This is an optimization exercise on Yosys and OpenROAD, whose aim is small area and a short achievable clock period, not a production implementation. Where RTL was checked, it was by simulation tests only, not by an equivalence proof against the original.

## harbor
==> flow/design.v (excerpt) <==
module sensor_trace # (parameter DW=512)
(
    input clk, resetn,
    input[31:0] cycles_per_frame,
    input[31:0] frame_header,
    input[7:0]  tracer_value,
    input[7:0]  tracer_enable,
    input[2:0]  tracer_index,
    output[31:0] rd_tracer_cell,
    input[31:0] wr_tracer_cell,
    input       wr_tracer_cell_wstrobe,
    input      [DW-1:0] lvds_in,
    output     [DW-1:0] lvds_out,
    output sof
);
Size in the first run: about 2700 cells after synthesis.
Settings: LEC_CHECK=0, CAP_MARGIN=20, CORE_MARGIN=2, CORE_UTILIZATION=30, PLACE_DENSITY=0.45, SETUP_SLACK_MARGIN=4, SLEW_MARGIN=20, SYNTH_HIERARCHICAL=1, SYNTH_MINIMUM_KEEP_SIZE=0; clock period 10.0 ns.
standard.sh (not shown) runs the stock make flow with config.mk's settings and CLKGATE_MAP_FILE= SYNTH_SCRIPT=/design/flow/synth_recipe.tcl, a recipe that flattens the netlist after the stock synthesis.
==> flow/flow/run.sh <==
#!/bin/bash
# ORFS layout through the standard.sh, with these changes:
# - synthesis: the standard script, with ABC's mapping script swapped
#   per module (flow/abc_override.tcl);
# - port buffers made from the smallest buffer cell (buffer_ports otherwise
#   picks a delay cell);
# - IO pins allowed on every routing track, and the data bus pins ordered
#   byte by byte (flow/pins.tcl).
set -euo pipefail
here=$PWD
export MY_ABC_AREA="$here/flow/abc_area.script"
export MY_ABC_MAP="$here/flow/abc_map.script"
export BUFFER_PORTS_ARGS="-buffer_cell sky130_fd_sc_hd__buf_1"
export PLACE_PINS_ARGS="-min_distance 1 -min_distance_in_tracks"
export PRE_IO_PLACEMENT_TCL="$here/flow/pins.tcl"
cat flow/abc_override.tcl synth_recipe.tcl > my_synth.tcl
sed "s#SYNTH_SCRIPT=[^ ]*#SYNTH_SCRIPT=$here/my_synth.tcl#" standard.sh > my_standard.sh
grep -q "SYNTH_SCRIPT=$here/my_synth.tcl" my_standard.sh
bash my_standard.sh > standard_flow.log 2>&1
==> flow/flow/abc_area.script <==
strash
dch
amap
topo
stime -c
==> flow/flow/abc_map.script <==
&get -n
&st
&dch
&nf
&put
topo
stime -c
==> flow/flow/abc_override.tcl <==
# Prepended to the standard synthesis script: the technology mapping of
# the combinational logic uses an area-oriented ABC script (MY_ABC_AREA) for
# the top module, the read mux and the per-byte stamping module, a plain
# delay-oriented mapping without gate sizing (MY_ABC_MAP) for the header
# lane trees, and ORFS's own speed script for the comparators. Flip-flop
# mapping and everything else is unchanged.
proc abc {args} {
  set i [lsearch $args -script]
  if {$i < 0} { yosys abc {*}$args; return }
  foreach {sel script} [list \
      sensor_trace_match {} \
      sensor_trace_lanes $::env(MY_ABC_MAP) \
      sensor_trace_rdmux $::env(MY_ABC_AREA) \
      sensor_trace_byte $::env(MY_ABC_AREA) \
      sensor_trace $::env(MY_ABC_AREA)] {
    set a $args
    if {$script ne {}} { lset a [expr {$i + 1}] $script }
    yosys abc {*}$a $sel
  }
}
==> flow/flow/pins.tcl <==
# Byte-sliced IO pin order: 16 bytes of the data bus per die edge, each bit's
# input pin next to its output pin, so every byte's stamping mux can sit
# right behind its own pins.
set sides {bottom right top left}
for {set s 0} {$s < 4} {incr s} {
  set names {}
  for {set b [expr {16 * $s}]} {$b < 16 * ($s + 1)} {incr b} {
    for {set k 0} {$k < 8} {incr k} {
      set j [expr {8 * $b + $k}]
      lappend names "lvds_in\[$j\]" "lvds_out\[$j\]"
    }
  }
  set_io_pin_constraint -region [lindex $sides $s]:* -pin_names $names -group -order
}
harbor | stages: all done | timing, DRC, antenna: all pass
Input-level comparison between lagoon and harbor:
--- a/flow/config.mk
+++ b/flow/config.mk
@@ -9,4 +9,5 @@
 export CORE_MARGIN = 2
-export CORE_UTILIZATION = 30
-export PLACE_DENSITY = 0.45
+export CORE_UTILIZATION = 40
+export CTS_BUF_LIST = sky130_fd_sc_hd__clkbuf_8
+export PLACE_DENSITY = 0.55
 export SETUP_SLACK_MARGIN = 4
Results
Across lagoon and harbor, a clean result was obtained everywhere but in lagoon. Run status, lagoon: aborted in global routing (5_1_grt), error GRT-0116. Comparing harbor against lagoon, there is no change at all in average size of a mapped cell. Compared with harbor, in lagoon starting density of the core climbed 10 points; half-perimeter wire length after detailed placement dropped about 8%; number of instances in the placed design dropped 237; minimum setup slack after placement climbed 770 ps; count of cells resized by post-cts repair dropped about 23%. Going from harbor to lagoon, number of buffers created by CTS grows by 13. When the final numbers for lagoon and harbor were put side by side, the buffer count from post-CTS setup fixing turned out to be smaller in lagoon. Netlist area before placement: lagoon vs harbor identical. Die span in x (lagoon vs. harbor) decreases by more than 10%. lagoon -> harbor: part of the Yosys area used for sequential elements delta 0, exact match.
diff inputs: lagoon => cedar
--- a/flow/config.mk
+++ b/flow/config.mk
@@ -9,5 +9,5 @@
 export CORE_MARGIN = 2
-export CORE_UTILIZATION = 40
+export CORE_UTILIZATION = 30
 export CTS_BUF_LIST = sky130_fd_sc_hd__clkbuf_8
-export PLACE_DENSITY = 0.55
+export PLACE_DENSITY = 0.45
 export SETUP_SLACK_MARGIN = 4
==> comparison <==
Both conditions hold for cedar: the flow ran to the end and the final layout passed the timing, design-rule and antenna checks. Die outline height: cedar > lagoon. Re number of setup buffers added after CTS: cedar is about 30% up on lagoon. Diff cedar..lagoon | number of buffers between clock root and the deepest sink | unchanged. Area after synthesis: cedar vs lagoon identical.
No functional check of the RTL was part of any run of this note.

* * *

The RTL this note starts from:
==> flow/design.v <==
module sensor_trace # (parameter DW=512)
(
    input clk, resetn,
    input[31:0] cycles_per_frame,
    input[31:0] frame_header,
    input[7:0]  tracer_value,
    input[7:0]  tracer_enable,
    input[2:0]  tracer_index,
    output[31:0] rd_tracer_cell,
    input[31:0] wr_tracer_cell,
    input       wr_tracer_cell_wstrobe,
    input      [DW-1:0] lvds_in,
    output reg [DW-1:0] lvds_out,
    output sof
);
localparam NB = DW/8;
reg [31:0] cell0, cell1, cell2, cell3, cell4, cell5, cell6, cell7;
wire [7:0] idx_hot = 8'd1 << tracer_index;
always @(posedge clk) begin
    if (wr_tracer_cell_wstrobe & idx_hot[0]) cell0 <= wr_tracer_cell;
    if (wr_tracer_cell_wstrobe & idx_hot[1]) cell1 <= wr_tracer_cell;
    if (wr_tracer_cell_wstrobe & idx_hot[2]) cell2 <= wr_tracer_cell;
    if (wr_tracer_cell_wstrobe & idx_hot[3]) cell3 <= wr_tracer_cell;
    if (wr_tracer_cell_wstrobe & idx_hot[4]) cell4 <= wr_tracer_cell;
    if (wr_tracer_cell_wstrobe & idx_hot[5]) cell5 <= wr_tracer_cell;
    if (wr_tracer_cell_wstrobe & idx_hot[6]) cell6 <= wr_tracer_cell;
    if (wr_tracer_cell_wstrobe & idx_hot[7]) cell7 <= wr_tracer_cell;
end
assign rd_tracer_cell = ({32{idx_hot[0]}} & cell0) | ({32{idx_hot[1]}} & cell1)
                      | ({32{idx_hot[2]}} & cell2) | ({32{idx_hot[3]}} & cell3)
                      | ({32{idx_hot[4]}} & cell4) | ({32{idx_hot[5]}} & cell5)
                      | ({32{idx_hot[6]}} & cell6) | ({32{idx_hot[7]}} & cell7);
reg [31:0] fc;
wire fc_lo = (fc[31:2] == 30'd0);
reg [7:0] hb;
always @* begin
    case (fc[1:0])
        2'd0: hb = frame_header[7:0];
        2'd1: hb = frame_header[15:8];
        2'd2: hb = frame_header[23:16];
        default: hb = frame_header[31:24];
    endcase
end
wire [7:0] lane_all1, lane_all0;
genvar k, b;
for (k = 0; k < 8; k = k + 1) begin : g_lane
    wire [NB-1:0] lane;
    for (b = 0; b < NB; b = b + 1) begin : g_bit
        assign lane[b] = lvds_in[8*b + k];
    end
    assign lane_all1[k] = &lane;
    assign lane_all0[k] = ~|lane;
end
wire hmatch = &((hb & lane_all1) | (~hb & lane_all0));
wire [31:0] fc_inc = fc + 32'd1;
wire fc_clear = fc_lo ? ~hmatch : (fc_inc == cycles_per_frame);
always @(posedge clk) begin
    if (~resetn | fc_clear)
        fc <= 32'd0;
    else
        fc <= fc_inc;
end
assign sof = (fc == 32'd4);
wire fc_hi0 = (fc[31:26] == 6'd0);
wire [31:0] cells [0:7];
assign cells[0] = cell0; assign cells[1] = cell1;
assign cells[2] = cell2; assign cells[3] = cell3;
assign cells[4] = cell4; assign cells[5] = cell5;
assign cells[6] = cell6; assign cells[7] = cell7;
wire [7:0] act;
wire [7:0] hi_hot [0:7];
wire [7:0] lo_hot [0:7];
genvar i;
for (i = 0; i < 8; i = i + 1) begin : g_tr
    assign act[i] = tracer_enable[i] & fc_hi0 & (fc[25:0] == cells[i][31:6]);
    assign hi_hot[i] = {8{act[i]}} & (8'd1 << cells[i][5:3]);
    assign lo_hot[i] = 8'd1 << cells[i][2:0];
end
wire [NB-1:0] sel;
for (b = 0; b < NB; b = b + 1) begin : g_sel
    assign sel[b] = (hi_hot[0][b/8] & lo_hot[0][b%8]) | (hi_hot[1][b/8] & lo_hot[1][b%8])
                  | (hi_hot[2][b/8] & lo_hot[2][b%8]) | (hi_hot[3][b/8] & lo_hot[3][b%8])
                  | (hi_hot[4][b/8] & lo_hot[4][b%8]) | (hi_hot[5][b/8] & lo_hot[5][b%8])
                  | (hi_hot[6][b/8] & lo_hot[6][b%8]) | (hi_hot[7][b/8] & lo_hot[7][b%8]);
end
integer j;
always @* begin
    for (j = 0; j < NB; j = j + 1)
        lvds_out[8*j +: 8] = sel[j] ? tracer_value : lvds_in[8*j +: 8];
end
endmodule
export LEC_CHECK = 0
export CAP_MARGIN = 20
export CORE_MARGIN = 2
export CORE_UTILIZATION = 40
export PLACE_DENSITY = 0.55
export SETUP_SLACK_MARGIN = 4
export SLEW_MARGIN = 20
create_clock -name core_clock -period 10.0 [get_ports {clk}]
==> flow/flow/run.sh <==
#!/bin/bash
# Standard ORFS layout, with the port buffers made from the smallest buffer
# cell (buffer_ports otherwise picks a delay cell) and IO pins allowed on
# every routing track, so the die need not grow to fit 1175 pins.
set -euo pipefail
export BUFFER_PORTS_ARGS="-buffer_cell sky130_fd_sc_hd__buf_1"
export PLACE_PINS_ARGS="-min_distance 1 -min_distance_in_tracks"
bash standard.sh > standard_flow.log 2>&1
The first run died in 5_1_grt, error GRT-0116.
Then changed:
--- a/flow/config.mk
+++ b/flow/config.mk
@@ -11,3 +11,2 @@
 export PLACE_DENSITY = 0.55
-export SETUP_SLACK_MARGIN = 4
 export SLEW_MARGIN = 20
What happened: The changed run aborted during 5_1_grt; area after synthesis stays the same; synthesized cell count is unchanged.

## static timing again, ports no longer ideal
Ports are ideal in the flow. The routed layouts listed here were re-timed in OpenROAD.
Step 1 assumes that a clkbuf_16 drives the clock port and a buf_2 every other input.
Step 2 also shifts input and output timing later by t, the mid clock arrival at the registers, as if the neighbouring blocks saw the same clock.
Slacks: ideal / step 1 / step 2; pairs: ideal / step 1.
| run | t, ns | setup slack, ns | hold WS [ns] | worst register clock-pin slew, ns |
|---|---|---|---|---|
| harbor | 0.636 | 3.984 / 3.870 / 3.385 | 0.549 / 0.549 / 0.549 | 0.07 / 0.07 |
| cedar | 0.723 | 3.998 / 3.860 / 3.770 | 0.548 / 0.548 / 0.548 | 0.07 / 0.07 |
After both steps setup and hold are still met in every run listed. For harbor, which loses most, drivers alone change the setup slack by -0.114 ns; drivers and shift together by -0.599 ns.
